Source: an optimization exercise on an open RTL-to-GDS flow (aim: small area, a short achievable clock period and few clock cycles). Production flows keep margins and buffers that such runs may drop. Function was checked by simulation only, so behaviour that the tests miss may differ from the original. Power figures rest on the tool's default switching activity, not on a simulated workload.

[config.mk]
export PLATFORM = sky130hd
export DESIGN_NAME = six_stage_pipeline
export DESIGN_NICKNAME = six_stage_pipeline
export VERILOG_FILES = /design/flow/design.v
export SDC_FILE = /design/flow/constraint.sdc
export NUM_CORES = 4
export LEC_CHECK = 0
export CAP_MARGIN = 20
export CORE_MARGIN = 2
export CORE_UTILIZATION = 40
export SLEW_MARGIN = 20
[constraint.sdc]
create_clock -name core_clock -period 12.0 [get_ports {clk}]
set_input_delay 2.4000 -clock core_clock [delete_from_list [all_inputs] [get_ports {clk}]]
set_output_delay 2.4000 -clock core_clock [all_outputs]
set_load 0.01 [all_outputs]
[design.v]
module alu (
	input logic [31:0] a,
	input logic [31:0] b,
	input logic sub,	 
	input logic arith,	 
	input logic op_add,
	input logic op_sll,
	input logic op_srl,	 
	input logic op_slt,
	input logic op_sltu,
	input logic op_xor,
	input logic op_or,
	input logic op_and,
	output logic [31:0] result,
	output logic [31:0] sum,
	output logic eq,
	output logic lt,
	output logic ltu
);
	assign sum = a + (sub ? ~b : b) + {31'b0, sub};
	assign eq = (a == b);
	assign ltu = (a < b);
	assign lt = ($signed(a) < $signed(b));
	logic [31:0] sh_in, sh_out, a_rev, sh_rev;
	always_comb
		for (int i = 0; i < 32; i++) begin
			a_rev[i] = a[31 - i];
			sh_rev[i] = sh_out[31 - i];
		end
	assign sh_in = op_sll ? a_rev : a;
	assign sh_out = 32'($signed({arith & a[31], sh_in}) >>> b[4:0]);
	assign result = ({32{op_add}} & sum)
		| ({32{op_sll}} & sh_rev)
		| ({32{op_srl}} & sh_out)
		| {31'b0, (op_slt & lt) | (op_sltu & ltu)}
		| ({32{op_xor}} & (a ^ b))
		| ({32{op_or}} & (a | b))
		| ({32{op_and}} & (a & b));
endmodule
module register_file (
	input logic clk,
	input logic reset,	 
	input logic [4:0] rs1_index,
	input logic [4:0] rs2_index,
	input logic [4:0] rd_index,
	input logic [31:0] rd,
	input logic write_en,
	output logic [31:0] rs1,
	output logic [31:0] rs2
);
	logic [31:0] registers [1:31];
	logic [31:1] written;
	always_ff @(posedge clk)
		for (int i = 1; i < 32; i++)
			if (write_en && rd_index == i[4:0])
				registers[i] <= rd;
	always_ff @(posedge clk)
		if (!reset)
			written <= '0;
		else
			for (int i = 1; i < 32; i++)
				if (write_en && rd_index == i[4:0])
					written[i] <= 1'b1;
	always_comb begin
		rs1 = '0;
		rs2 = '0;
		for (int i = 1; i < 32; i++) begin
			if (rs1_index == i[4:0] && written[i])
				rs1 = registers[i];
			if (rs2_index == i[4:0] && written[i])
				rs2 = registers[i];
		end
	end
endmodule
module six_stage_pipeline #(parameter XLEN=32) (
	input logic clk,
	input logic reset,	 
	output logic [XLEN-1:0] imem_addr,
	input logic [31:0] imem_rdata,
	output logic [XLEN-1:0] dmem_addr,
	output logic [XLEN-1:0] dmem_wdata,
	output logic dmem_we,
	input logic [XLEN-1:0] dmem_rdata
);
	localparam logic [6:0] OP_R = 7'b0110011, OP_I = 7'b0010011,
		OP_LOAD = 7'b0000011, OP_STORE = 7'b0100011, OP_BRANCH = 7'b1100011,
		OP_JAL = 7'b1101111, OP_JALR = 7'b1100111, OP_LUI = 7'b0110111,
		OP_AUIPC = 7'b0010111;
	logic [11:2] f_pc;
	logic d_valid;
	logic [31:0] d_instr;
	logic [11:2] d_pc;
	logic [31:0] e_a, e_b, e_s;	 
	logic e_fa, e_fb, e_fs;		 
	logic e_rf_we, e_load, e_store, e_branch, e_jalr, e_jump, e_pred;
	logic [2:0] e_f3;
	logic [4:0] e_rd;
	logic e_sub, e_arith, e_add, e_sll, e_srl, e_slt, e_sltu, e_xor, e_or, e_and;
	logic m_rf_we, m_load, m_store;
	logic [4:0] m_rd;
	logic [31:0] m_result, m_sdata;
	logic [31:0] wb_data;
	assign wb_data = m_load ? dmem_rdata : m_result;
	assign dmem_addr = m_result;
	assign dmem_wdata = m_sdata;
	assign dmem_we = m_store;
	logic [6:0] opcode;
	logic [2:0] f3;
	logic [4:0] rs1, rs2, rd;
	assign opcode = d_instr[6:0];
	assign f3 = d_instr[14:12];
	assign rs1 = d_instr[19:15];
	assign rs2 = d_instr[24:20];
	assign rd = d_instr[11:7];
	logic is_r, is_i, is_load, is_store, is_branch, is_jal, is_jalr, is_lui, is_auipc;
	assign is_r = opcode == OP_R;
	assign is_i = opcode == OP_I;
	assign is_load = opcode == OP_LOAD;
	assign is_store = opcode == OP_STORE;
	assign is_branch = opcode == OP_BRANCH;
	assign is_jal = opcode == OP_JAL;
	assign is_jalr = opcode == OP_JALR;
	assign is_lui = opcode == OP_LUI;
	assign is_auipc = opcode == OP_AUIPC;
	logic writes_rd, uses_rs1, uses_rs2;
	assign writes_rd = (is_r | is_i | is_load | is_jal | is_jalr | is_lui | is_auipc) && rd != 0;
	assign uses_rs1 = is_r | is_i | is_load | is_store | is_branch | is_jalr;
	assign uses_rs2 = is_r | is_store | is_branch;
	logic [31:0] imm_i, imm_s, imm_u;
	logic [11:2] imm_bw, imm_jw;
	assign imm_i = {{20{d_instr[31]}}, d_instr[31:20]};
	assign imm_s = {{20{d_instr[31]}}, d_instr[31:25], d_instr[11:7]};
	assign imm_u = {d_instr[31:12], 12'b0};
	assign imm_bw = {d_instr[7], d_instr[30:25], d_instr[11:9]};
	assign imm_jw = {d_instr[20], d_instr[30:22]};
	logic [31:0] rf_rs1, rf_rs2, rs1_val, rs2_val;
	register_file rf(
		.clk(clk), .reset(reset),
		.rs1_index(rs1), .rs2_index(rs2),
		.rd_index(m_rd), .rd(wb_data), .write_en(m_rf_we),
		.rs1(rf_rs1), .rs2(rf_rs2));
	assign rs1_val = (m_rf_we && m_rd == rs1) ? wb_data : rf_rs1;
	assign rs2_val = (m_rf_we && m_rd == rs2) ? wb_data : rf_rs2;
	logic stall;
	assign stall = d_valid && e_load
		&& ((uses_rs1 && e_rd == rs1) || (uses_rs2 && e_rd == rs2));
	logic [11:2] d_target, d_pc_plus1;
	logic d_pred, d_redirect;
	assign d_pc_plus1 = d_pc + 1'b1;
	assign d_target = d_pc + (is_jal ? imm_jw : imm_bw);
	assign d_pred = is_branch && d_instr[31];
	assign d_redirect = d_valid && !stall && (is_jal || d_pred);
	logic [12:0] d_link;
	assign d_link = {{1'b0, d_pc} + 11'd1, 2'b00};
	logic e_fwd_ok;
	assign e_fwd_ok = e_rf_we && !e_load;
	logic [31:0] a, b, s, sum, alu_result;
	logic eq, lt, ltu;
	assign a = e_fa ? m_result : e_a;
	assign b = e_fb ? m_result : e_b;
	assign s = e_fs ? m_result : e_s;
	alu alu(
		.a(a), .b(b),
		.sub(e_sub), .arith(e_arith),
		.op_add(e_add), .op_sll(e_sll), .op_srl(e_srl), .op_slt(e_slt),
		.op_sltu(e_sltu), .op_xor(e_xor), .op_or(e_or), .op_and(e_and),
		.result(alu_result), .sum(sum), .eq(eq), .lt(lt), .ltu(ltu));
	logic taken, e_redirect;
	logic [11:2] e_target;
	assign taken = (e_f3[2] ? (e_f3[1] ? ltu : lt) : eq) ^ e_f3[0];
	assign e_redirect = e_jalr || (e_branch && (taken != e_pred));
	assign e_target = e_jalr ? sum[11:2] : e_s[11:2];
	always_ff @(posedge clk) begin: fetch
		if (!reset)
			f_pc <= 0;
		else if (e_redirect)
			f_pc <= e_target;
		else if (stall)
			f_pc <= f_pc;
		else if (d_redirect)
			f_pc <= d_target;
		else
			f_pc <= f_pc + 1'b1;
	end
	always_ff @(posedge clk) begin: f_to_d
		if (!reset || e_redirect || d_redirect)
			d_valid <= 0;
		else if (!stall)
			d_valid <= 1;
		if (!stall) begin
			d_instr <= imem_rdata;
			d_pc <= f_pc;
		end
	end
	logic go;
	assign go = reset && d_valid && !stall && !e_redirect;
	always_ff @(posedge clk) begin: d_to_e
		e_rf_we <= go && writes_rd;
		e_load <= go && is_load && rd != 0;
		e_store <= go && is_store;
		e_branch <= go && is_branch;
		e_jalr <= go && is_jalr;
		e_jump <= is_jal || is_jalr;
		e_pred <= d_pred;
		e_f3 <= f3;
		e_rd <= rd;
		e_a <= is_lui ? 32'b0 : is_auipc ? {20'b0, d_pc, 2'b00} : rs1_val;
		e_b <= (is_r || is_branch) ? rs2_val
			: is_store ? imm_s
			: (is_lui || is_auipc) ? imm_u
			: imm_i;
		e_s <= is_store ? rs2_val
			: is_branch ? {20'b0, d_pred ? d_pc_plus1 : d_target, 2'b00}
			: {19'b0, d_link};
		e_fa <= e_fwd_ok && uses_rs1 && e_rd == rs1;
		e_fb <= e_fwd_ok && (is_r || is_branch) && e_rd == rs2;
		e_fs <= e_fwd_ok && is_store && e_rd == rs2;
		e_sub <= is_r && f3 == 3'b000 && d_instr[30];
		e_arith <= (is_r || is_i) && f3 == 3'b101 && d_instr[30];
		e_add <= ((is_r || is_i) && f3 == 3'b000) || is_load || is_store
			|| is_jalr || is_lui || is_auipc;
		e_sll <= (is_r || is_i) && f3 == 3'b001;
		e_slt <= (is_r || is_i) && f3 == 3'b010;
		e_sltu <= (is_r || is_i) && f3 == 3'b011;
		e_xor <= (is_r || is_i) && f3 == 3'b100;
		e_srl <= (is_r || is_i) && f3 == 3'b101;
		e_or <= (is_r || is_i) && f3 == 3'b110;
		e_and <= (is_r || is_i) && f3 == 3'b111;
	end
	always_ff @(posedge clk) begin: e_to_m
		if (!reset) begin
			m_rf_we <= 0;
			m_load <= 0;
			m_store <= 0;
		end else begin
			m_rf_we <= e_rf_we;
			m_load <= e_load;
			m_store <= e_store;
		end
		m_rd <= e_rd;
		m_result <= e_jump ? e_s : alu_result;
		m_sdata <= s;
	end
	assign imem_addr = {20'b0, f_pc, 2'b00};
endmodule
[run.sh]
#!/bin/bash
# synth_recipe.tcl (not shown) runs the flow's synth.tcl, then flattens the netlist and writes it again
# the make line also repeats each setting of config.mk as NAME=value (left out here)
make -C /OpenROAD-flow-scripts/flow DESIGN_CONFIG=/design/flow/config.mk WORK_HOME=/design/flow/orfs CLKGATE_MAP_FILE= SYNTH_SCRIPT=/design/flow/synth_recipe.tcl finish
==> results of run 1 <==
sequential cells by signal, summed over array words and instances, names as in the netlist, 3 cells and up:
register / cells
d_pc: 10
e_s: 32
rf.registers: 992
e_rd: 5
m_result: 32
e_a: 32
m_sdata: 32
f_pc: 10
d_instr: 32
e_b: 32
m_rd: 5
e_f3: 3
rf.written: 31
cell families (layout without fill, tap and decap cells):
kind of cell / after synthesis / in the layout
simple gates: 1271 / 1271
xor+xnor: 100 / 100
mux: 197 / 197
compound gates: 1764 / 1764
fa+ha+maj: 139 / 139
other cells: 1 / 24
buf+inv: 545 / 680
flops: 1272 / 1272
stage by stage:
step           utilization, %  hold slack (ps)  worst slack (ps)  cells
2_1_floorplan               -              361              7870   5310
3_5_place_dp             42.6              388              6640   7230
5_1_grt                  45.7              419              6380   7489
3_3_place_gp             42.5              391              6610   7229
4_1_cts                  45.7              406              6620   7485
6_report                 45.7              409              6530   7491
layer usage:
layer,global-route usage (%),up-vias,share of wire (%)
met5,0,-,0.016
met4,10.8,6,3.9
met3,5.13,436,9.6
met2,47.1,3149,46
met1,40.3,24300,40
li1,-,21100,-
power groups by stage:
stage | clock network, mW | logic [mW] | registers [mW]
after floorplan | 0 | 0.200 | 4.87
after global placement | 0 | 0.342 | 4.90
after detailed placement | 0 | 0.343 | 4.90
after CTS | 4.53 | 0.345 | 4.80
after global routing | 4.70 | 0.375 | 4.80
final | 4.50 | 0.354 | 4.80
path summary, 6_finish.rpt:
path | from | end | slack, ps | depth (start not counted)
setup / recovery | e_fb$_DFF_P_ | f_pc[5]$_SDFFE_PN0P_ | 6530 | 13
hold / removal | e_rd[0]$_DFF_P_ | m_rd[0]$_DFF_P_ | 410 | 0
setup reg to reg | e_fb$_DFF_P_ | f_pc[5]$_SDFFE_PN0P_ | 6530 | 13
hold reg to reg | e_rd[0]$_DFF_P_ | m_rd[0]$_DFF_P_ | 410 | 0
cell usage in the layout, fill, tap and decap left out, drive strengths merged, types with 130 or more instances in the layout:
| cell type | instances |
|---|---|
| edfxtp | 1034 |
| nor2 | 450 |
| o22ai | 282 |
| a21oi | 261 |
| nand2 | 250 |
| dfxtp | 238 |
| o21ai | 237 |
| a22oi | 232 |
| clkbuf | 181 |
| buf | 160 |
| nand3 | 156 |
| clkdlybuf4s50 | 140 |
| ha | 137 |
| inv | 130 |
layout make-up:
| class | instances | area [um2] | share of cell area (%) |
|---|---|---|---|
| sequential | 1272 | 35800 | 51.0 |
| multi-input combinational | 3493 | 23900 | 34.0 |
| clock buffer | 181 | 3840 | 5.47 |
| timing repair buffer | 300 | 2670 | 3.80 |
| tap | 2044 | 2560 | 3.64 |
| clock inverter | 74 | 946 | 1.35 |
| inverter | 125 | 472 | 0.672 |
| antenna | 2 | 5.00 | 0.00713 |
==> reports/metrics.cfg, run 1 <==
[synth]
synthTopCellsByCount = 1034 x edfxtp_1, 448 x nor2_1, 282 x o22ai_1
synth-edff-count = 1034
synth_area_per_cell_um2 = 11.6
synth_top_cell_by_area = edfxtp_1
yosysMostFrequentCell = edfxtp_1
yosysUniqueCellTypes = 92
ys_warn_count = 4
synthAdderAreaFrac_pct = 2.85
synth_top_family_by_area = compound AO/OA/AOI/OAI gates
synth-xor-area-share_pct = 1.42
synth_top_area_share_pct = 50.4
ys_seq_area_share_pct = 58.1
synthFlopType = edfxtp_1
yosys-top-cells-area = edfxtp_1 50%, dfxtp_1 7.7%, o22ai_1 2.9%
postSynth.asyncResetShare_pct = 0
synthCells = 5289
yosys.area_share.simple_pct = 9.76
synth-seq-cells = 1272
synth_area_um2 = 61600
muxShareOfSynthArea_pct = 4.02
synth_compound_gate_area_share_pct = 20.1

[route]
routedWlPerCell_um = 31.9
via_per_inst = 6.54
ant_nets = 0
vias = 49000
drtPass1Iterations = 10
drc = 0
wirelength_mm = 239
first_iter_violations = 8137

[worst_setup_path]
crit_buf_inv = 1
crit_arrival_ps = 6160
worst_path_max_delay_cell = nor2_1
path_class = flip-flop to flip-flop
max_stage_delay_ps = 800
startpoint_type = flip-flop
cp_cell_sequence = buf_4 -> mux2i_1 -> ha_1 -> nor4_1 -> and3b_1 -> nand3_1 -> nor3_1 -> nor2_1 -> o21ai_0 -> o2111ai_2 -> nor2_1 -> mux2_2 -> a211oi_1
path_common_cell = nor2_1
crit_fanout = 35
crit_path_end_kind = flip-flop
cp_data_required_time_ps = 12680
critPathTopFamily = simple AND/OR/NAND/NOR gates

[layout]
num-nets-final = 5537
fin_area_um2 = 70200
drive_above_1_share_pct = 10.9
nFillCells = 13900
area_growth_pct = 13.9

[sta]
maxSlewViolCount = 0
rsz0062_at_grt = false
setup_violations = 0
layout_min_cycle_time_ps = 5470
clock_skew_ps = 47.7
relSlewSlack_pct = 23.3
post-route-period-util_pct = 45.6
fin_tns_setup_ps = 0
worst_slew_pin_slew_ps = 1120
fmax_mhz = 183
hold_viol = 0

[floorplanning]
core_area_um2 = 154000
io_pins = 163
rows = 144
initial_core_util_pct = 40.1
dieWidth_um = 396
die_area_um2 = 157000
fp.dieH_um = 396

[power_and_ir_drop]
power_density_nw_per_um2 = 138
pwr-share-clk_pct = 46.6
pwr-share-comb_pct = 3.7
power_switching_mw = 2.18
power_mw = 9.65
ir_worst_vdd_mv = 0.198
internal_power_mw = 7.47
p_seq_share_pct = 49.8
cellLeakagePower_nw = 25.6
switching_share_pct = 22.6

[clock_tree]
cts_tree = built
clk_pin_slew_ps = 60
cts-root-buf = clkbuf_16
cts_buffers = 140
clk_path_buf_depth = 3
htree_num_levels = 4
cts_setup_buffers = 0
cts_hold_buf = 0
cts_resized = 0
insertion_delay_ps = 800
cts.sinks = 1272

[status]
status = complete, no violations

[min_path]
hold_class = flip-flop to flip-flop

[grt]
grtUsageTotal_pct = 29.5
grt_pass1_wl_mm = 341
grt_max_degree = 53
first_global_vias = 46200
antenna_found_initial = 5
gr-total-overflow = 0

[placed_design]
placed_cell_area_um2 = 65300
place.port_buffers = 140
dpl.hpwl_mm = 169
place_congestion = 0.965

[flow_run]
drv_cap = 0

Testbench counts, summed over its fixed seeds: cycles 107,691.
==> run 2: changes to the inputs <==
--- a/design.v
+++ b/design.v
@@ -36,6 +36,37 @@
 		| ({32{op_xor}} & (a ^ b))
 		| ({32{op_or}} & (a | b))
 		| ({32{op_and}} & (a & b));
+endmodule
+module prefix_add #(parameter W = 10) (
+	input logic [W-1:0] a,
+	input logic [W-1:0] b,
+	input logic ci,
+	output logic [W-1:0] sum,
+	output logic co
+);
+	localparam int L = (W > 32) ? 6 : (W > 16) ? 5 : (W > 8) ? 4 : (W > 4) ? 3 : (W > 2) ? 2 : 1;
+	logic [W-1:0] g [0:L];
+	logic [W-1:0] p [0:L];
+	logic [W-1:0] c;
+	assign g[0] = a & b;
+	assign p[0] = a ^ b;
+	for (genvar k = 0; k < L; k++) begin: level
+		for (genvar i = 0; i < W; i++) begin: bit_
+			if (i >= (1 << k)) begin: merge
+				assign g[k+1][i] = g[k][i] | (p[k][i] & g[k][i - (1 << k)]);
+				assign p[k+1][i] = p[k][i] & p[k][i - (1 << k)];
+			end else begin: pass
+				assign g[k+1][i] = g[k][i];
+				assign p[k+1][i] = p[k][i];
+			end
+		end
+	end
+	assign c[0] = ci;
+	for (genvar i = 1; i < W; i++) begin: carry
+		assign c[i] = g[L][i-1] | (p[L][i-1] & ci);
+	end
+	assign sum = p[0] ^ c;
+	assign co = g[L][W-1] | (p[L][W-1] & ci);
 endmodule
 module register_file (
 	input logic clk,
@@ -92,7 +123,8 @@
 	logic [11:2] d_pc;
 	logic [31:0] e_a, e_b, e_s;	 
 	logic e_fa, e_fb, e_fs;		 
-	logic e_rf_we, e_load, e_store, e_branch, e_jalr, e_jump, e_pred;
+	logic e_rf_we, e_load, e_store, e_branch, e_jalr, e_jmis, e_jump, e_pred;
+	logic [11:2] e_alt;	 
 	logic [2:0] e_f3;
 	logic [4:0] e_rd;
 	logic e_sub, e_arith, e_add, e_sll, e_srl, e_slt, e_sltu, e_xor, e_or, e_and;
@@ -145,11 +177,14 @@
 	assign stall = d_valid && e_load
 		&& ((uses_rs1 && e_rd == rs1) || (uses_rs2 && e_rd == rs2));
 	logic [11:2] d_target, d_pc_plus1;
-	logic d_pred, d_redirect;
+	logic d_pred;
 	assign d_pc_plus1 = d_pc + 1'b1;
-	assign d_target = d_pc + (is_jal ? imm_jw : imm_bw);
-	assign d_pred = is_branch && d_instr[31];
-	assign d_redirect = d_valid && !stall && (is_jal || d_pred);
+	assign d_target = d_pc + imm_bw;
+	assign d_pred = is_branch && (d_instr[31] || f3 == 3'b001);
+	logic jalr_in_d;
+	logic [11:0] d_jalr_sum;
+	assign jalr_in_d = !(e_rf_we && e_rd == rs1);
+	assign d_jalr_sum = rs1_val[11:0] + imm_i[11:0];
 	logic [12:0] d_link;
 	assign d_link = {{1'b0, d_pc} + 11'd1, 2'b00};
 	logic e_fwd_ok;
@@ -168,8 +203,26 @@
 	logic taken, e_redirect;
 	logic [11:2] e_target;
 	assign taken = (e_f3[2] ? (e_f3[1] ? ltu : lt) : eq) ^ e_f3[0];
-	assign e_redirect = e_jalr || (e_branch && (taken != e_pred));
-	assign e_target = e_jalr ? sum[11:2] : e_s[11:2];
+	assign e_redirect = e_jalr || e_jmis || (e_branch && (taken != e_pred));
+	assign e_target = e_jalr ? sum[11:2] : e_alt;
+	logic f_jal, f_br, f_jalr, f_pred;
+	logic [11:2] f_target, f_tgt_j, f_tgt_b, f_tgt_r, ras;
+	assign f_jal = imem_rdata[6:0] == OP_JAL;
+	assign f_br = imem_rdata[6:0] == OP_BRANCH;
+	assign f_jalr = imem_rdata[6:0] == OP_JALR;
+	assign f_pred = f_jal || f_jalr || (f_br && (imem_rdata[31] || imem_rdata[14:12] == 3'b001));
+	prefix_add #(.W(10)) f_add_j(.a(f_pc), .b({imem_rdata[20], imem_rdata[30:22]}),
+		.ci(1'b0), .sum(f_tgt_j), .co());
+	prefix_add #(.W(10)) f_add_b(.a(f_pc), .b({imem_rdata[7], imem_rdata[30:25], imem_rdata[11:9]}),
+		.ci(1'b0), .sum(f_tgt_b), .co());
+	prefix_add #(.W(10)) f_add_r(.a(ras), .b(imem_rdata[31:22]),
+		.ci(1'b0), .sum(f_tgt_r), .co());
+	assign f_target = imem_rdata[3] ? f_tgt_j : imem_rdata[2] ? f_tgt_r : f_tgt_b;
+	always_ff @(posedge clk)
+		if (!reset)
+			ras <= 0;
+		else if (f_jal && imem_rdata[11:7] == 5'd1)
+			ras <= f_pc + 1'b1;
 	always_ff @(posedge clk) begin: fetch
 		if (!reset)
 			f_pc <= 0;
@@ -177,13 +230,13 @@
 			f_pc <= e_target;
 		else if (stall)
 			f_pc <= f_pc;
-		else if (d_redirect)
-			f_pc <= d_target;
+		else if (f_pred)
+			f_pc <= f_target;
 		else
 			f_pc <= f_pc + 1'b1;
 	end
 	always_ff @(posedge clk) begin: f_to_d
-		if (!reset || e_redirect || d_redirect)
+		if (!reset || e_redirect)
 			d_valid <= 0;
 		else if (!stall)
 			d_valid <= 1;
@@ -199,7 +252,9 @@
 		e_load <= go && is_load && rd != 0;
 		e_store <= go && is_store;
 		e_branch <= go && is_branch;
-		e_jalr <= go && is_jalr;
+		e_jalr <= go && is_jalr && !jalr_in_d;
+		e_jmis <= go && is_jalr && jalr_in_d && d_jalr_sum[11:2] != f_pc;
+		e_alt <= is_jalr ? d_jalr_sum[11:2] : d_pred ? d_pc_plus1 : d_target;
 		e_jump <= is_jal || is_jalr;
 		e_pred <= d_pred;
 		e_f3 <= f3;
@@ -209,9 +264,7 @@
 			: is_store ? imm_s
 			: (is_lui || is_auipc) ? imm_u
 			: imm_i;
-		e_s <= is_store ? rs2_val
-			: is_branch ? {20'b0, d_pred ? d_pc_plus1 : d_target, 2'b00}
-			: {19'b0, d_link};
+		e_s <= is_store ? rs2_val : {19'b0, d_link};
 		e_fa <= e_fwd_ok && uses_rs1 && e_rd == rs1;
 		e_fb <= e_fwd_ok && (is_r || is_branch) && e_rd == rs2;
 		e_fs <= e_fwd_ok && is_store && e_rd == rs2;
==> flow/run.sh (new file) <==
#!/bin/bash
# Layout flow: the standard ORFS flow (standard.sh, unchanged synthesis),
# with timing repair aimed below the clock period (setup margin), sizing not
# restricted to same-footprint cells, and ordinary buffers on the ports.
set -uo pipefail
MARGIN=${MARGIN:-8}
bash standard.sh SETUP_SLACK_MARGIN=$MARGIN MATCH_CELL_FOOTPRINT=0 \
	"BUFFER_PORTS_ARGS=-buffer_cell sky130_fd_sc_hd__buf_4" finish > standard.log 2>&1
==> standard.sh (new file) <==
#!/bin/bash
# synth_recipe.tcl (not shown) runs the flow's synth.tcl, then flattens the netlist and writes it again
# the make line also repeats each setting of config.mk as NAME=value (left out here)
make -C /OpenROAD-flow-scripts/flow DESIGN_CONFIG=/design/flow/config.mk WORK_HOME=/design/flow/orfs CLKGATE_MAP_FILE= SYNTH_SCRIPT=/design/flow/synth_recipe.tcl "${@:-finish}"
removed: run.sh
==> run 2 against run 1 <==
Sequential share of layout area decreased by 2.9 points. Die area is 3.4% higher. Design area increased by 7.5%. Sequential cell count increased by 21. Non-clock buffer count up 114. Fmax grew 3.2%. Worst setup slack improved by 170 ps. Clock skew increased by 13 ps. Sequential power is 2% higher. Synthesized area is 3.4% higher. Critical path type unchanged.
==> reports/metrics.cfg, run 2 <==
[route]
drtPass1Iterations = 8  ; -2
routedWlPerCell_um = 35.4  ; +11%
vias = 54700  ; +12%
drc = 0  ; unchanged
ant_nets = 0  ; unchanged
wirelength_mm = 281  ; +18%
via_per_inst = 6.89  ; +5.4%
first_iter_violations = 10300  ; +27%

[floorplanning]
io_pins = 163  ; unchanged
rows = 146  ; +1.4%
fp.dieH_um = 403  ; +1.7%
dieWidth_um = 403  ; +1.7%
initial_core_util_pct = 40.3  ; +0.13 points
die_area_um2 = 162000  ; +3.4%
core_area_um2 = 158000  ; +3.1%

[sta]
fmax_mhz = 188  ; +3.2%
relSlewSlack_pct = 25.4  ; +2.1 points
hold_viol = 0  ; unchanged
maxSlewViolCount = 0  ; unchanged
post-route-period-util_pct = 44.2  ; -1.4 points
rsz0062_at_grt = true
fin_tns_setup_ps = 0  ; unchanged
clock_skew_ps = 60.6  ; +12.9 ps
setup_violations = 0  ; unchanged
worst_slew_pin_slew_ps = 1120  ; -2.41 ps
layout_min_cycle_time_ps = 5310  ; -168 ps

[placed_design]
placed_cells = 7563  ; +4.6%
dpl.hpwl_mm = 192  ; +14%
place_congestion = 1.01  ; +4.1%
place.port_buffers = 140  ; unchanged

[grt]
grtUsageTotal_pct = 33.4  ; +3.9 points
grt_max_degree = 65  ; +23%
first_global_vias = 50300  ; +9.0%
antenna_found_initial = 9  ; +4
grt_pass1_wl_mm = 389  ; +14%
gr-total-overflow = 0  ; unchanged

[clock_tree]
cts_hold_buf = 0  ; unchanged
clk_path_buf_depth = 3  ; unchanged
insertion_delay_ps = 830  ; +30 ps
cts_tree = built
cts-root-buf = clkbuf_16
cts.sinks = 1293  ; +1.7%
htree_num_levels = 4  ; unchanged
clk_pin_slew_ps = 70  ; about the same
cts_buffers = 141  ; +0.71%

[min_path]
hold_class = flip-flop to flip-flop

[synth]
yosysUniqueCellTypes = 99  ; +7.6%
synth_top_area_share_pct = 48.7  ; -1.7 points
ys_warn_count = 7  ; +3
synth-seq-cells = 1293  ; +1.7%
postSynth.asyncResetShare_pct = 0  ; unchanged
synth-edff-count = 1034  ; unchanged
yosysMostFrequentCell = edfxtp_1
synth_area_per_cell_um2 = 11.4  ; -2.2%
yosys-top-cells-area = edfxtp_1 49%, dfxtp_1 8.1%, a22oi_1 4.1%
synthCells = 5589  ; +5.7%
synthFlopType = edfxtp_1
ys_seq_area_share_pct = 56.9  ; -1.2 points
synthTopCellsByCount = 1034 x edfxtp_1, 385 x nor2_1, 361 x a21oi_1
synth_top_cell_by_area = edfxtp_1
synth_area_um2 = 63700  ; +3.4%

[power_and_ir_drop]
ir_worst_vdd_mv = 0.153  ; -23%
cellLeakagePower_nw = 26.4  ; +3.2%
power_mw = 9.73  ; +0.82%
power_density_nw_per_um2 = 129  ; -6.2%

[layout]
nFillCells = 14100  ; +1.1%
final_cell_count_no_fill = 7940  ; +6.0%
utilization_pct = 47.7  ; +2.0 points
drive_above_1_share_pct = 19.1  ; +8.3 points
regMostFlops = rf.registers
area_growth_pct = 18.4
layout_common_cells = 1034 x edfxtp_1, 346 x a22oi_1, 345 x buf_4, 341 x nor2_1, 334 x nand2_1
multi_input_area_um2 = 27600  ; +16%
num-nets-final = 5989  ; +8.2%
seqCellArea_um2 = 36300  ; +1.3%
final_common_cell = edfxtp_1
largest_reg_flops = 992  ; unchanged

[worst_setup_path]
crit_fanout = 26  ; -26%
startpoint_type = flip-flop
cp_data_required_time_ps = 12660  ; -20 ps
crit_path_end_kind = flip-flop
path_class = flip-flop to flip-flop
crit_arrival_ps = 5970  ; -190 ps

[flow_run]
drv_cap = 0  ; unchanged

[status]
status = complete, no violations

run 2: cell count changes after synthesis, sizes merged, moves of 31 or more:
cell    change
a222oi     -47
clkbuf     +48
nor2       -65
buf        -47
a22oi     +115
nand2      +86
o22ai     -122
o21ai      +35
nand4      +51
a21oi     +101
ha         +31
a221o      -34
run 2: kinds of logic (layout without fill, tap and decap cells):
kind of cell | Yosys count | after routing | synth area share (%)
compound gates | 1877 | 1877 | 20.4
simple gates | 1353 | 1356 | 10.1
flops | 1293 | 1293 | 56.9
buf+inv | 573 | 825 | 3.64
mux | 180 | 180 | 3.50
fa+ha+maj | 173 | 173 | 3.46
xor+xnor | 139 | 139 | 1.93
other cells | 1 | 25 | 0.00589
run 2: report_power, final:
group	internal, mW	switching [mW]
Clock	2.45	1.95
Combinational	0.156	0.286
Sequential	4.84	0.0477
Total	7.45	2.29
run 2: area by class of cell:
type,instances,area share (%)
Timing Repair inverter,1,0.00664
Sequential cell,1293,48.1
Timing Repair Buffer,414,4.92
Clock inverter,80,1.20
Multi-Input combinational cell,3747,36.6
Antenna cell,3,0.00995
Clock buffer,178,4.93
Inverter,152,0.761
Tap cell,2072,3.44
run 2: path summary, 6_finish.rpt:
check	startpoint	to	slack (ps)	cells after the start
max	d_instr[16]$_DFFE_PN_	e_jmis$_DFF_P_	6690	20
max reg2reg	d_instr[16]$_DFFE_PN_	e_jmis$_DFF_P_	6690	20
min reg2reg	e_s[21]$_SDFF_PN0_	m_result[21]$_DFF_P_	440	2
min	e_s[21]$_SDFF_PN0_	m_result[21]$_DFF_P_	440	2
run 2: routing by layer:
layer	vias to the layer above	track usage, %	part of all wire, %
li1	22300	-	-
met1	27000	45.6	38
met2	4598	48.0	42
met3	834	9.14	14
met4	6	18.2	6.6
met5	-	0	0.065
run 2: per-stage QoR:
step | instance area [um2] | hold WS [ps] | setup slack, ps
after global routing | 75400 | 460 | 6650
after floorplan | 64100 | 363 | 6880
after CTS | 74600 | 437 | 6850
final | 75400 | 439 | 6690
after detailed placement | 67600 | 443 | 5550
after global placement | 67600 | 445 | 5480
run 2: repair_timing:
item | 4_1_cts | 5_1_grt
endpoints found under the setup margin | 166 | 98
cloned | 10 | 3
setup buffers | 84 | 18
pin swaps | 49 | 50
gates resized for setup | 358 | 144
run 2: worst max-delay path: stages (launching register included):
cell and delay (ps):
edfxtp_1 450, buf_4 200, and3b_2 270, and3_1 220, buf_8 200, a222oi_1 430
a31oi_2 240, a221oi_2 310, a21oi_2 120, o32ai_2 270, a31oi_2 170, ha_4 320
o2111a_1 290, o2bb2ai_1 160, a211oi_2 180, nand4_1 130, a311o_1 300, a211oi_2 200
and4b_1 230, nand4_1 110, o41a_1 310
Testbench counts of run 2, summed over its fixed seeds: cycles 94,669.
==> run 3: changes to the inputs <==
--- a/design.v
+++ b/design.v
@@ -17,10 +17,13 @@
 	output logic lt,
 	output logic ltu
 );
-	assign sum = a + (sub ? ~b : b) + {31'b0, sub};
+	prefix_add #(.W(32)) adder(.a(a), .b(sub ? ~b : b), .ci(sub), .sum(sum), .co());
+	logic [31:0] diff_unused;
+	logic no_borrow;
+	prefix_add #(.W(32)) comparator(.a(a), .b(~b), .ci(1'b1), .sum(diff_unused), .co(no_borrow));
 	assign eq = (a == b);
-	assign ltu = (a < b);
-	assign lt = ($signed(a) < $signed(b));
+	assign ltu = !no_borrow;
+	assign lt = (a[31] != b[31]) ? a[31] : ltu;
 	logic [31:0] sh_in, sh_out, a_rev, sh_rev;
 	always_comb
 		for (int i = 0; i < 32; i++) begin
@@ -123,17 +126,19 @@
 	logic [11:2] d_pc;
 	logic [31:0] e_a, e_b, e_s;	 
 	logic e_fa, e_fb, e_fs;		 
-	logic e_rf_we, e_load, e_store, e_branch, e_jalr, e_jmis, e_jump, e_pred;
+	logic e_rf_we, e_load, e_store, e_branch, e_jalr, e_jump, e_pred;
 	logic [11:2] e_alt;	 
 	logic [2:0] e_f3;
 	logic [4:0] e_rd;
 	logic e_sub, e_arith, e_add, e_sll, e_srl, e_slt, e_sltu, e_xor, e_or, e_and;
+	logic e_kill;	 
 	logic m_rf_we, m_load, m_store;
 	logic [4:0] m_rd;
 	logic [31:0] m_result, m_sdata;
+	logic [31:0] m_addr;	 
 	logic [31:0] wb_data;
 	assign wb_data = m_load ? dmem_rdata : m_result;
-	assign dmem_addr = m_result;
+	assign dmem_addr = m_addr;
 	assign dmem_wdata = m_sdata;
 	assign dmem_we = m_store;
 	logic [6:0] opcode;
@@ -181,10 +186,11 @@
 	assign d_pc_plus1 = d_pc + 1'b1;
 	assign d_target = d_pc + imm_bw;
 	assign d_pred = is_branch && (d_instr[31] || f3 == 3'b001);
-	logic jalr_in_d;
-	logic [11:0] d_jalr_sum;
+	logic jalr_in_d, jalr_ok;
+	logic [11:0] d_jalr_base;
 	assign jalr_in_d = !(e_rf_we && e_rd == rs1);
-	assign d_jalr_sum = rs1_val[11:0] + imm_i[11:0];
+	assign d_jalr_base = {f_pc, 2'b00} - imm_i[11:0];
+	assign jalr_ok = jalr_in_d && !(m_rf_we && m_rd == rs1) && rf_rs1[11:0] == d_jalr_base;
 	logic [12:0] d_link;
 	assign d_link = {{1'b0, d_pc} + 11'd1, 2'b00};
 	logic e_fwd_ok;
@@ -203,7 +209,7 @@
 	logic taken, e_redirect;
 	logic [11:2] e_target;
 	assign taken = (e_f3[2] ? (e_f3[1] ? ltu : lt) : eq) ^ e_f3[0];
-	assign e_redirect = e_jalr || e_jmis || (e_branch && (taken != e_pred));
+	assign e_redirect = !e_kill && (e_jalr || (e_branch && (taken != e_pred)));
 	assign e_target = e_jalr ? sum[11:2] : e_alt;
 	logic f_jal, f_br, f_jalr, f_pred;
 	logic [11:2] f_target, f_tgt_j, f_tgt_b, f_tgt_r, ras;
@@ -246,15 +252,14 @@
 		end
 	end
 	logic go;
-	assign go = reset && d_valid && !stall && !e_redirect;
+	assign go = reset && d_valid && !stall;
 	always_ff @(posedge clk) begin: d_to_e
 		e_rf_we <= go && writes_rd;
 		e_load <= go && is_load && rd != 0;
 		e_store <= go && is_store;
 		e_branch <= go && is_branch;
-		e_jalr <= go && is_jalr && !jalr_in_d;
-		e_jmis <= go && is_jalr && jalr_in_d && d_jalr_sum[11:2] != f_pc;
-		e_alt <= is_jalr ? d_jalr_sum[11:2] : d_pred ? d_pc_plus1 : d_target;
+		e_jalr <= go && is_jalr && !jalr_ok;
+		e_alt <= d_pred ? d_pc_plus1 : d_target;
 		e_jump <= is_jal || is_jalr;
 		e_pred <= d_pred;
 		e_f3 <= f3;
@@ -286,13 +291,15 @@
 			m_load <= 0;
 			m_store <= 0;
 		end else begin
-			m_rf_we <= e_rf_we;
-			m_load <= e_load;
-			m_store <= e_store;
+			m_rf_we <= e_rf_we && !e_kill;
+			m_load <= e_load && !e_kill;
+			m_store <= e_store && !e_kill;
 		end
 		m_rd <= e_rd;
 		m_result <= e_jump ? e_s : alu_result;
 		m_sdata <= s;
+		m_addr <= sum;
+		e_kill <= e_redirect;
 	end
 	assign imem_addr = {20'b0, f_pc, 2'b00};
 endmodule
--- a/config.mk
+++ b/config.mk
@@ -7,5 +7,5 @@
 export LEC_CHECK = 0
 export CAP_MARGIN = 20
 export CORE_MARGIN = 2
-export CORE_UTILIZATION = 40
+export CORE_UTILIZATION = 60
 export SLEW_MARGIN = 20
==> run 3 against run 2 <==
Still clean on timing, DRC and antenna. Fmax up 24%. Critical path depth down 8. First-iteration DRC count up 21%. Cell count down 4.0%. Non-clock buffer count up 50. Total power up 2.0%. Sequential cell count up 32. Highest routed layer unchanged.
==> reports/metrics.cfg, run 3 <==
[sta]
post-route-period-util_pct = 35.6  ; -8.6 points
rsz0062_at_grt = true
clock_skew_ps = 40.6  ; -20.1 ps
relSlewSlack_pct = 25.2  ; -0.13 points
hold_viol = 0  ; unchanged
maxSlewViolCount = 0  ; unchanged
setup_violations = 0  ; unchanged
layout_min_cycle_time_ps = 4270  ; -1030 ps
worst_hold_slack_ps = 412  ; -26.7 ps
layout_setup_ws_ps = 7730  ; +1030 ps
fmax_mhz = 234  ; +24%
fin_tns_setup_ps = 0  ; unchanged
worst_slew_pin_slew_ps = 1120  ; -2.14 ps

[worst_setup_path]
path_class = flip-flop to flip-flop
worst_r2r_path_depth = 12  ; -40%
crit_buf_inv = 2  ; unchanged
critical_path_cell_count = 12  ; -40%
max_stage_delay_ps = 520  ; +70 ps
startpoint_type = flip-flop
critPathTopFamily = simple AND/OR/NAND/NOR gates
crit_fanout = 25  ; -3.8%
cp_data_required_time_ps = 12640  ; -20 ps
crit_path_end_kind = flip-flop
cp_cell_sequence = buf_4 -> and2_1 -> and4_2 -> buf_6 -> a22oi_1 -> nand4_1 -> nor4_4 -> o31a_1 -> xnor2_1 -> or4_1 -> a2111oi_2 -> a41oi_1
crit_arrival_ps = 4910  ; -1060 ps
worst_path_max_delay_cell = or4_1

[clock_tree]
cts_buffers = 140  ; -0.71%
clk_path_buf_depth = 3  ; unchanged
cts_hold_buf = 0  ; unchanged
cts_tree = built
insertion_delay_ps = 810  ; -20 ps
cts-root-buf = clkbuf_16
htree_num_levels = 4  ; unchanged
cts.sinks = 1325  ; +2.5%
clk_pin_slew_ps = 60  ; about the same

[power_and_ir_drop]
power_mw = 9.93  ; +2.0%
pwr-share-clk_pct = 44.3  ; -1.0 points
internal_power_mw = 7.60  ; +2.1%
ir_worst_vdd_mv = 0.157  ; +2.4%
cellLeakagePower_nw = 28.2  ; +6.8%
power_switching_mw = 2.32  ; +1.6%
switching_share_pct = 23.4  ; -0.099 points
p_seq_share_pct = 50.4  ; +0.2 points
power_density_nw_per_um2 = 130  ; +0.43%
pwr-share-comb_pct = 5.4  ; +0.9 points

[layout]
num-nets-final = 6327  ; +5.6%
utilization_pct = 70.4  ; +23 points
largest_reg_flops = 992  ; unchanged
final_cell_count_no_fill = 7620  ; -4.0%
regMostFlops = rf.registers
final_common_cell = edfxtp_1
area_growth_pct = 16.4
fin_area_um2 = 76600  ; +1.6%
layout_common_cells = 1034 x edfxtp_1, 490 x nor2_1, 404 x buf_4, 351 x a21oi_1, 335 x nand2_1
drive_above_1_share_pct = 17.4  ; -1.7 points
nFillCells = 7805  ; -45%

[synth]
synth_top_area_share_pct = 47.2  ; -1.6 points
ys_warn_count = 10  ; +3
yosysUniqueCellTypes = 86  ; -13%
synthTopCellsByCount = 1034 x edfxtp_1, 533 x nor2_1, 364 x a21oi_1
ys_seq_area_share_pct = 56.0  ; -0.86 points
synthFlopType = edfxtp_1
yosys-top-cells-area = edfxtp_1 47%, dfxtp_1 8.9%, ha_1 3.3%
synth-edff-count = 1034  ; unchanged
yosysMostFrequentCell = edfxtp_1
synth-seq-cells = 1325  ; +2.5%
synth_top_cell_by_area = edfxtp_1
synth_area_um2 = 65800  ; +3.3%
synth_area_per_cell_um2 = 11.2  ; -2.1%
synthCells = 5900  ; +5.6%
postSynth.asyncResetShare_pct = 0  ; unchanged

[floorplanning]
dieWidth_um = 335  ; -17%
rows = 121  ; -17%
io_pins = 163  ; unchanged
initial_core_util_pct = 60.5  ; +20 points
die_area_um2 = 112000  ; -31%
fp.dieH_um = 335  ; -17%
core_area_um2 = 109000  ; -31%

[grt]
grtUsageTotal_pct = 48.4  ; +15 points
gr-total-overflow = 0  ; unchanged
grt_pass1_wl_mm = 390  ; +0.36%
antenna_found_initial = 13  ; +4
grt_max_degree = 65  ; unchanged
first_global_vias = 54600  ; +8.4%

[route]
routedWlPerCell_um = 36.7  ; +3.6%
ant_nets = 0  ; unchanged
vias = 58900  ; +7.7%
wirelength_mm = 280  ; -0.60%
first_iter_violations = 12500  ; +21%
via_per_inst = 7.73  ; +12%
drc = 0  ; unchanged
drtPass1Iterations = 14  ; +6

[placed_design]
placed_cells = 7199  ; -4.8%
place_congestion = 1.07  ; +6.7%
dpl.hpwl_mm = 194  ; +1.3%
placed_cell_area_um2 = 68600  ; +1.5%
place_ws_ps = 6850  ; +1290 ps
place.port_buffers = 140  ; unchanged

[min_path]
whs_path_depth = 0  ; -2
hold_class = flip-flop to flip-flop

[flow_run]
drv_cap = 0  ; unchanged

[status]
status = complete, no violations

-- run 3: final cells by class --
| type | count | area [um2] | area share [%] |
|---|---|---|---|
| Multi-Input combinational cell | 3985 | 28600 | 37.4 |
| Antenna cell | 8 | 20.0 | 0.0261 |
| Tap cell | 1414 | 1770 | 2.31 |
| Clock buffer | 162 | 3610 | 4.71 |
| Clock inverter | 93 | 980 | 1.28 |
| Sequential cell | 1325 | 36900 | 48.2 |
| Timing Repair Buffer | 464 | 4070 | 5.31 |
| Inverter | 169 | 641 | 0.836 |
-- run 3: final timing paths --
kind | startpoint | end | slack (ps)
setup / recovery | d_instr[15]$_DFFE_PN_ | e_jalr$_DFF_P_ | 7730
hold / removal | e_rd[1]$_DFF_P_ | m_rd[1]$_DFF_P_ | 410
setup reg to reg | d_instr[15]$_DFFE_PN_ | e_jalr$_DFF_P_ | 7730
hold reg to reg | e_rd[1]$_DFF_P_ | m_rd[1]$_DFF_P_ | 410
-- run 3: metal layers --
| metal | track usage [%] | wire [um] |
|---|---|---|
| met5 | 0 | 166 |
| met1 | 65.1 | 97400 |
| met3 | 16.4 | 46000 |
| met4 | 29.1 | 21500 |
| met2 | 67.8 | 115000 |
-- run 3: cells by family after synthesis --
family / count (synthesis) / synth area share [%]
buf+inv: 611 / 3.73
fa+ha+maj: 176 / 3.39
compound gates: 1878 / 19.9
flops: 1325 / 56.0
simple gates: 1564 / 11.3
xor+xnor: 141 / 1.88
mux: 204 / 3.73
other cells: 1 / 0.00570
-- run 3: timing repair --
item | in CTS | in global routing
pin swaps | 7 | 48
cloned | 6 | 5
gates resized for setup | 227 | 195
setup buffers | 57 | 84
hold endpoints to repair | 0 | 0
setup endpoints to repair | 169 | 115
-- run 3: power groups by stage --
stage	logic (mW)	clock network, mW	registers (mW)
after floorplan	0.265	0	5.07
after global placement	0.430	0	5.10
after detailed placement	0.434	0	5.10
after CTS	0.471	4.37	5.00
after global routing	0.553	4.55	5.00
final	0.534	4.39	5.00
Testbench counts of run 3, summed over its fixed seeds: cycles 94,889.
==> run 4: changes to the inputs <==
--- a/design.v
+++ b/design.v
@@ -17,10 +17,8 @@
 	output logic lt,
 	output logic ltu
 );
-	prefix_add #(.W(32)) adder(.a(a), .b(sub ? ~b : b), .ci(sub), .sum(sum), .co());
-	logic [31:0] diff_unused;
 	logic no_borrow;
-	prefix_add #(.W(32)) comparator(.a(a), .b(~b), .ci(1'b1), .sum(diff_unused), .co(no_borrow));
+	prefix_add #(.W(32)) adder(.a(a), .b(sub ? ~b : b), .ci(sub), .sum(sum), .co(no_borrow));
 	assign eq = (a == b);
 	assign ltu = !no_borrow;
 	assign lt = (a[31] != b[31]) ? a[31] : ltu;
@@ -71,6 +69,23 @@
 	assign sum = p[0] ^ c;
 	assign co = g[L][W-1] | (p[L][W-1] & ci);
 endmodule
+module pc_select (
+	input logic [11:2] tgt_j,	 
+	input logic [11:2] tgt_b,
+	input logic [11:2] tgt_r,
+	input logic take_j,		 
+	input logic take_b,
+	input logic take_r,
+	input logic [11:2] pc_seq,	 
+	input logic e_sel,		 
+	input logic [11:2] e_pc,
+	output logic [11:2] pc_next
+);
+	logic [11:2] pc_f;
+	assign pc_f = ({10{take_j}} & tgt_j) | ({10{take_b}} & tgt_b)
+		| ({10{take_r}} & tgt_r) | ({10{!(take_j | take_b | take_r)}} & pc_seq);
+	assign pc_next = e_sel ? e_pc : pc_f;
+endmodule
 module register_file (
 	input logic clk,
 	input logic reset,	 
@@ -95,14 +110,15 @@
 			for (int i = 1; i < 32; i++)
 				if (write_en && rd_index == i[4:0])
 					written[i] <= 1'b1;
+	logic [31:1] sel1, sel2;
 	always_comb begin
 		rs1 = '0;
 		rs2 = '0;
 		for (int i = 1; i < 32; i++) begin
-			if (rs1_index == i[4:0] && written[i])
-				rs1 = registers[i];
-			if (rs2_index == i[4:0] && written[i])
-				rs2 = registers[i];
+			sel1[i] = rs1_index == i[4:0] && written[i];
+			sel2[i] = rs2_index == i[4:0] && written[i];
+			rs1 = rs1 | ({32{sel1[i]}} & registers[i]);
+			rs2 = rs2 | ({32{sel2[i]}} & registers[i]);
 		end
 	end
 endmodule
@@ -120,15 +136,17 @@
 		OP_LOAD = 7'b0000011, OP_STORE = 7'b0100011, OP_BRANCH = 7'b1100011,
 		OP_JAL = 7'b1101111, OP_JALR = 7'b1100111, OP_LUI = 7'b0110111,
 		OP_AUIPC = 7'b0010111;
-	logic [11:2] f_pc;
+	logic [11:2] f_pc_out, f_pc_n, f_pc, pc_next;
+	assign f_pc = ~f_pc_n;
 	logic d_valid;
 	logic [31:0] d_instr;
 	logic [11:2] d_pc;
 	logic [31:0] e_a, e_b, e_s;	 
 	logic e_fa, e_fb, e_fs;		 
-	logic e_rf_we, e_load, e_store, e_branch, e_jalr, e_jump, e_pred;
+	logic e_rf_we, e_load, e_store, e_jalr, e_jump;
+	logic e_c_eq, e_c_lt, e_c_ltu, e_c_k;	 
 	logic [11:2] e_alt;	 
-	logic [2:0] e_f3;
+	logic [1:0] e_jbase;	 
 	logic [4:0] e_rd;
 	logic e_sub, e_arith, e_add, e_sll, e_srl, e_slt, e_sltu, e_xor, e_or, e_and;
 	logic e_kill;	 
@@ -186,11 +204,8 @@
 	assign d_pc_plus1 = d_pc + 1'b1;
 	assign d_target = d_pc + imm_bw;
 	assign d_pred = is_branch && (d_instr[31] || f3 == 3'b001);
-	logic jalr_in_d, jalr_ok;
 	logic [11:0] d_jalr_base;
-	assign jalr_in_d = !(e_rf_we && e_rd == rs1);
 	assign d_jalr_base = {f_pc, 2'b00} - imm_i[11:0];
-	assign jalr_ok = jalr_in_d && !(m_rf_we && m_rd == rs1) && rf_rs1[11:0] == d_jalr_base;
 	logic [12:0] d_link;
 	assign d_link = {{1'b0, d_pc} + 11'd1, 2'b00};
 	logic e_fwd_ok;
@@ -206,40 +221,41 @@
 		.op_add(e_add), .op_sll(e_sll), .op_srl(e_srl), .op_slt(e_slt),
 		.op_sltu(e_sltu), .op_xor(e_xor), .op_or(e_or), .op_and(e_and),
 		.result(alu_result), .sum(sum), .eq(eq), .lt(lt), .ltu(ltu));
-	logic taken, e_redirect;
+	logic e_redirect;
 	logic [11:2] e_target;
-	assign taken = (e_f3[2] ? (e_f3[1] ? ltu : lt) : eq) ^ e_f3[0];
-	assign e_redirect = !e_kill && (e_jalr || (e_branch && (taken != e_pred)));
+	assign e_redirect = !e_kill && ((e_jalr && a[11:0] != {e_alt, e_jbase})
+		|| (e_c_eq && (eq != e_c_k)) || (e_c_lt && (lt != e_c_k))
+		|| (e_c_ltu && (ltu != e_c_k)));
 	assign e_target = e_jalr ? sum[11:2] : e_alt;
-	logic f_jal, f_br, f_jalr, f_pred;
-	logic [11:2] f_target, f_tgt_j, f_tgt_b, f_tgt_r, ras;
+	logic f_jal, f_br, f_jalr, f_pred_b;
+	logic [11:2] f_tgt_j, f_tgt_b, f_tgt_r, ras;
 	assign f_jal = imem_rdata[6:0] == OP_JAL;
 	assign f_br = imem_rdata[6:0] == OP_BRANCH;
 	assign f_jalr = imem_rdata[6:0] == OP_JALR;
-	assign f_pred = f_jal || f_jalr || (f_br && (imem_rdata[31] || imem_rdata[14:12] == 3'b001));
+	assign f_pred_b = f_br && (imem_rdata[31] || imem_rdata[14:12] == 3'b001);
 	prefix_add #(.W(10)) f_add_j(.a(f_pc), .b({imem_rdata[20], imem_rdata[30:22]}),
 		.ci(1'b0), .sum(f_tgt_j), .co());
 	prefix_add #(.W(10)) f_add_b(.a(f_pc), .b({imem_rdata[7], imem_rdata[30:25], imem_rdata[11:9]}),
 		.ci(1'b0), .sum(f_tgt_b), .co());
 	prefix_add #(.W(10)) f_add_r(.a(ras), .b(imem_rdata[31:22]),
 		.ci(1'b0), .sum(f_tgt_r), .co());
-	assign f_target = imem_rdata[3] ? f_tgt_j : imem_rdata[2] ? f_tgt_r : f_tgt_b;
 	always_ff @(posedge clk)
 		if (!reset)
 			ras <= 0;
 		else if (f_jal && imem_rdata[11:7] == 5'd1)
 			ras <= f_pc + 1'b1;
+	logic [11:2] pc_seq;
+	assign pc_seq = stall ? f_pc : f_pc + 1'b1;
+	pc_select pc_select(
+		.tgt_j(f_tgt_j), .tgt_b(f_tgt_b), .tgt_r(f_tgt_r),
+		.take_j(f_jal && !stall), .take_b(f_pred_b && !stall),
+		.take_r(f_jalr && !stall),
+		.pc_seq(pc_seq),
+		.e_sel(e_redirect || !reset), .e_pc(e_target & {10{reset}}),
+		.pc_next(pc_next));
 	always_ff @(posedge clk) begin: fetch
-		if (!reset)
-			f_pc <= 0;
-		else if (e_redirect)
-			f_pc <= e_target;
-		else if (stall)
-			f_pc <= f_pc;
-		else if (f_pred)
-			f_pc <= f_target;
-		else
-			f_pc <= f_pc + 1'b1;
+		f_pc_out <= pc_next;
+		f_pc_n <= ~pc_next;
 	end
 	always_ff @(posedge clk) begin: f_to_d
 		if (!reset || e_redirect)
@@ -257,12 +273,14 @@
 		e_rf_we <= go && writes_rd;
 		e_load <= go && is_load && rd != 0;
 		e_store <= go && is_store;
-		e_branch <= go && is_branch;
-		e_jalr <= go && is_jalr && !jalr_ok;
-		e_alt <= d_pred ? d_pc_plus1 : d_target;
+		e_c_eq <= go && is_branch && f3[2] == 1'b0;
+		e_c_lt <= go && is_branch && f3[2:1] == 2'b10;
+		e_c_ltu <= go && is_branch && f3[2:1] == 2'b11;
+		e_c_k <= d_pred ^ f3[0];
+		e_jalr <= go && is_jalr;
+		e_alt <= is_jalr ? d_jalr_base[11:2] : d_pred ? d_pc_plus1 : d_target;
+		e_jbase <= d_jalr_base[1:0];
 		e_jump <= is_jal || is_jalr;
-		e_pred <= d_pred;
-		e_f3 <= f3;
 		e_rd <= rd;
 		e_a <= is_lui ? 32'b0 : is_auipc ? {20'b0, d_pc, 2'b00} : rs1_val;
 		e_b <= (is_r || is_branch) ? rs2_val
@@ -273,7 +291,8 @@
 		e_fa <= e_fwd_ok && uses_rs1 && e_rd == rs1;
 		e_fb <= e_fwd_ok && (is_r || is_branch) && e_rd == rs2;
 		e_fs <= e_fwd_ok && is_store && e_rd == rs2;
-		e_sub <= is_r && f3 == 3'b000 && d_instr[30];
+		e_sub <= (is_r && f3 == 3'b000 && d_instr[30]) || ((is_r || is_i) && f3[2:1] == 2'b01)
+			|| is_branch;
 		e_arith <= (is_r || is_i) && f3 == 3'b101 && d_instr[30];
 		e_add <= ((is_r || is_i) && f3 == 3'b000) || is_load || is_store
 			|| is_jalr || is_lui || is_auipc;
@@ -301,5 +320,5 @@
 		m_addr <= sum;
 		e_kill <= e_redirect;
 	end
-	assign imem_addr = {20'b0, f_pc, 2'b00};
+	assign imem_addr = {20'b0, f_pc_out, 2'b00};
 endmodule
==> flow/run.sh (replaced) <==
#!/bin/bash
# Layout flow: the standard ORFS flow (standard.sh, unchanged synthesis),
# with timing repair aimed below the clock period (setup margin, repairing
# the worst 20% of the violating endpoints), sizing not restricted to
# same-footprint cells and ordinary buffers on the ports.
set -uo pipefail
MARGIN=${MARGIN:-8.3}
bash standard.sh SETUP_SLACK_MARGIN=$MARGIN TNS_END_PERCENT=20 MATCH_CELL_FOOTPRINT=0 \
	"BUFFER_PORTS_ARGS=-buffer_cell sky130_fd_sc_hd__buf_4" finish > standard.log 2>&1
==> run 4 against run 3 <==
Largest cell class unchanged. Worst hold slack worse by 17 ps. Wire length up 4.5%. Cell count is 12% lower. Fmax rose by 1.5%. Die area shrank 5.6%. Design area decreased by 5.6%. Synthesized cell count shrank 15%. Global-route usage increased by 5.2 points. Register-to-register slack improved by 60 ps. Clock power rose by 2%. Sequential cell count rose by 11. Worst setup slack better by 63 ps.
==> reports/metrics.cfg, run 4 <==
[status]
status = complete, no violations

[route]
wl_met2_mm = 116  ; +1.2%
drtPass1Iterations = 14  ; unchanged
via_per_inst = 8.23  ; +6.5%
vias = 54900  ; -6.8%
dr_wl_met3_mm = 53.6  ; +16%
ant_nets = 0  ; unchanged
highest_layer = met5
m1WireLength_mm = 91.2  ; -6.3%
wirelength_mm = 292  ; +4.5%
routedWlPerCell_um = 43.8  ; +19%
first_iter_violations = 14100  ; +13%
drc = 0  ; unchanged

[floorplanning]
core_area_um2 = 103000  ; -5.3%
initial_core_util_pct = 60.3  ; -0.19 points
io_pins = 163  ; unchanged
die_area_um2 = 106000  ; -5.6%
dieWidth_um = 326  ; -2.8%
fp.dieH_um = 326  ; -2.8%
rows = 118  ; -2.5%

[worst_setup_path]
worst_path_max_delay_cell = and3_2
r2r_slack_ps = 7790  ; +60 ps
crit_fanout = 19  ; -24%
path_common_cell = o21ai_0
startpoint_type = flip-flop
worst_setup_path_startpoint = d_instr[18]$_DFFE_PN_
cp_cell_sequence = and2_0 -> and3_2 -> buf_4 -> a22oi_1 -> nand4_1 -> nor4_1 -> nand2_1 -> o21ai_0 -> o21ai_0
cp_data_required_time_ps = 12630  ; about the same
crit_path_end_kind = flip-flop
crit_buf_inv = 1  ; -1
critPathTopFamily = simple AND/OR/NAND/NOR gates
max_stage_delay_ps = 840  ; +320 ps
crit_arrival_ps = 4840  ; -70 ps
critical_path_cell_count = 9  ; -3
path_class = flip-flop to flip-flop
timing.rr.start = d_instr[18]$_DFFE_PN_
crit_end = e_a[11]$_SDFF_PP0_
worst_r2r_path_depth = 9  ; -3
r2r_end = e_a[11]$_SDFF_PP0_

[synth]
yosysMostFrequentCell = edfxtp_1
synth-seq-cells = 1336  ; +0.83%
synth_area_um2 = 62100  ; -5.6%
ys_seq_area_share_pct = 59.7  ; +3.7 points
postSynth.asyncResetShare_pct = 0  ; unchanged
yosys-top-cells-area = edfxtp_1 50%, dfxtp_1 9.7%, a22oi_1 5.7%
yosysUniqueCellTypes = 80  ; -7.0%
synth_top_cell_by_area = edfxtp_1
synth_area_per_cell_um2 = 12.4  ; +11%
ys_warn_count = 10  ; unchanged
synthCells = 5012  ; -15%
synth-edff-count = 1034  ; unchanged
synthFlopType = edfxtp_1
synthTopCellsByCount = 1034 x edfxtp_1, 473 x a22oi_1, 338 x clkbuf_1
synth_top_area_share_pct = 50.0  ; +2.8 points

[clock_tree]
clk_path_buf_depth = 3  ; unchanged
cts_buffers = 140  ; unchanged
cts_tree = built
insertion_delay_ps = 790  ; -20 ps
cts.sinks = 1336  ; +0.83%
htree_num_levels = 4  ; unchanged
clk_pin_slew_ps = 60  ; about the same
cts-root-buf = clkbuf_16

[sta]
rsz0062_at_grt = true
setup_violations = 0  ; unchanged
worst_slew_pin_slew_ps = 1210  ; +93.6 ps
layout_min_cycle_time_ps = 4210  ; -62.6 ps
clock_skew_ps = 35.7  ; -4.92 ps
fin_tns_setup_ps = 0  ; unchanged
maxSlewViolCount = 0  ; unchanged
relSlewSlack_pct = 19.1  ; -6.2 points
post-route-period-util_pct = 35.1  ; -0.52 points
fmax_mhz = 238  ; +1.5%
hold_viol = 0  ; unchanged

[layout]
area_growth_pct = 16.4  ; about the same
largest_reg_flops = 992  ; unchanged
num-nets-final = 5370  ; -15%
regMostFlops = rf.registers
utilization_pct = 70.2  ; -0.17 points
final_common_cell = edfxtp_1
layout_common_cells = 1034 x edfxtp_1, 473 x a22oi_1, 347 x buf_4, 292 x dfxtp_1, 241 x a221oi_1
drive_above_1_share_pct = 19.0  ; +1.5 points

[grt]
grt_max_degree = 65  ; unchanged
first_global_vias = 50400  ; -7.6%
grtUsageTotal_pct = 53.6  ; +5.2 points
grt_pass1_wl_mm = 395  ; +1.2%
gr-total-overflow = 0  ; unchanged
antenna_found_initial = 23  ; +10

[flow_run]
drv_cap = 0  ; unchanged

[power_and_ir_drop]
pwr-share-comb_pct = 5.2  ; -0.2 points
power_density_nw_per_um2 = 139  ; +7.5%
switching_share_pct = 22.9  ; -0.53 points
power_mw = 10.1  ; +1.5%
pwr-share-clk_pct = 44.5  ; +0.2 points
p_seq_share_pct = 50.3  ; about the same
ir_worst_vdd_mv = 0.126  ; -20%
internal_power_mw = 7.77  ; +2.2%
cellLeakagePower_nw = 27.0  ; -4.1%
power_switching_mw = 2.31  ; -0.77%

[min_path]
hold_class = flip-flop to flip-flop

[placed_design]
place_congestion = 1.03  ; -4.3%
place.port_buffers = 140  ; unchanged
dpl.hpwl_mm = 164  ; -15%

==> run 4: kinds of logic (layout without fill, tap and decap cells) <==
| family | Yosys count | after routing | share of synthesized area (%) |
|---|---|---|---|
| AO/OA/AOI/OAI | 1563 | 1565 | 19.0 |
| flip-flops | 1336 | 1336 | 59.7 |
| AND/OR/NAND/NOR | 1065 | 1065 | 8.57 |
| buffers and inverters | 560 | 798 | 3.66 |
| multiplexers | 205 | 205 | 4.18 |
| adder cells (fa/ha/maj) | 145 | 145 | 2.97 |
| XOR/XNOR | 137 | 137 | 1.93 |
| other | 1 | 37 | 0.00604 |
==> run 4: area by class of cell <==
cell class | count | area, um2
flip-flops and latches | 1336 | 37100
fillers | 7257 | 30700
multi-input cells | 3139 | 24800
clock buffers | 177 | 3830
repair buffers | 397 | 3470
well taps | 1380 | 1730
clock inverters | 79 | 855
inverters | 145 | 551
diodes | 15 | 37.5
==> run 4: layer usage <==
| layer | vias to the layer above | track usage (%) |
|---|---|---|
| li1 | 20300 | - |
| met4 | 31 | 41.7 |
| met5 | - | 1.15 |
| met1 | 25900 | 64.0 |
| met3 | 2120 | 27.0 |
| met2 | 6518 | 73.4 |
==> run 4: worst min path at each step <==
stage / end / start / depth (start not counted) / slack [ps]
after floorplan: e_rd[1]$_DFF_P_ / d_instr[8]$_DFFE_PN_ / 0 / 370
after global placement: m_rd[4]$_DFF_P_ / e_rd[4]$_DFF_P_ / 0 / 380
after detailed placement: m_rd[4]$_DFF_P_ / e_rd[4]$_DFF_P_ / 0 / 380
after CTS: m_rd[4]$_DFF_P_ / e_rd[4]$_DFF_P_ / 0 / 390
after global routing: m_rd[4]$_DFF_P_ / e_rd[4]$_DFF_P_ / 0 / 410
final: m_rd[4]$_DFF_P_ / e_rd[4]$_DFF_P_ / 0 / 400
==> run 4: timing repair <==
action / 4_1_cts / 5_1_grt
hold buffers: 0 / 0
gates resized for setup: 220 / 76
setup endpoints to repair: 171 / 127
cloned: 11 / 0
buffers inserted: 87 / 35
pin swaps: 54 / 28
==> run 4: metrics by stage <==
step | hold slack [ps] | setup WS (ps) | cell area (um2) | std cells
after floorplan | 371 | 7750 | 62400 | 5033
after global placement | 385 | 6910 | 64800 | 6263
after detailed placement | 384 | 6810 | 64800 | 6264
after CTS | 393 | 8160 | 71700 | 6618
after global routing | 406 | 7960 | 72300 | 6655
final | 395 | 7790 | 72300 | 6668
==> run 4: worst register-to-register path: cells and delay by family, from the launching register on <==
kind            cells  cell delay, ps
flops               1             790
compound gates      3             740
buf+inv             1             600
simple gates        5            1940
==> run 4: power groups by stage <==
stage	logic [mW]	registers, mW	clock network, mW
after floorplan	0.284	5.13	0
after CTS	0.489	5.07	4.45
after detailed placement	0.437	5.17	0
after global routing	0.550	5.07	4.63
final	0.524	5.07	4.49
after global placement	0.435	5.17	0
Testbench counts of run 4, summed over its fixed seeds: cycles 94,669.

## what the ideal ports hide
How much do the figures lean on ideal ports? The routed layouts below were timed once more, with nothing changed but the port constraints. Step 1 sets driving cells, clkbuf_16 on the clock port and buf_2 on the other inputs (assumed; they add their load-dependent delay and slew). Step 2 also shifts input and output timing later by t, the mid clock arrival at the registers, as if the neighbouring blocks saw the same clock. a / b / c = ideal / step 1 / step 2; a / b = the first two.
run	t, ns	slack for setup (ns)	worst hold slack (ns)	slew at the worst register clock pin (ns)
run 1	0.852	6.526 / 6.526 / 6.526	0.409 / 0.409 / 0.409	0.07 / 0.07
run 2	0.881	6.694 / 6.694 / 6.108	0.439 / 0.439 / 0.439	0.07 / 0.07
run 3	0.873	7.728 / 7.728 / 7.222	0.412 / 0.412 / 0.412	0.07 / 0.07
run 4	0.860	7.790 / 7.790 / 7.353	0.395 / 0.395 / 0.395	0.07 / 0.07
After both steps every run listed still meets setup and hold. The setup slack of run 2, which loses most, moves by 0.000 ns with the drivers and by -0.586 ns with both steps.
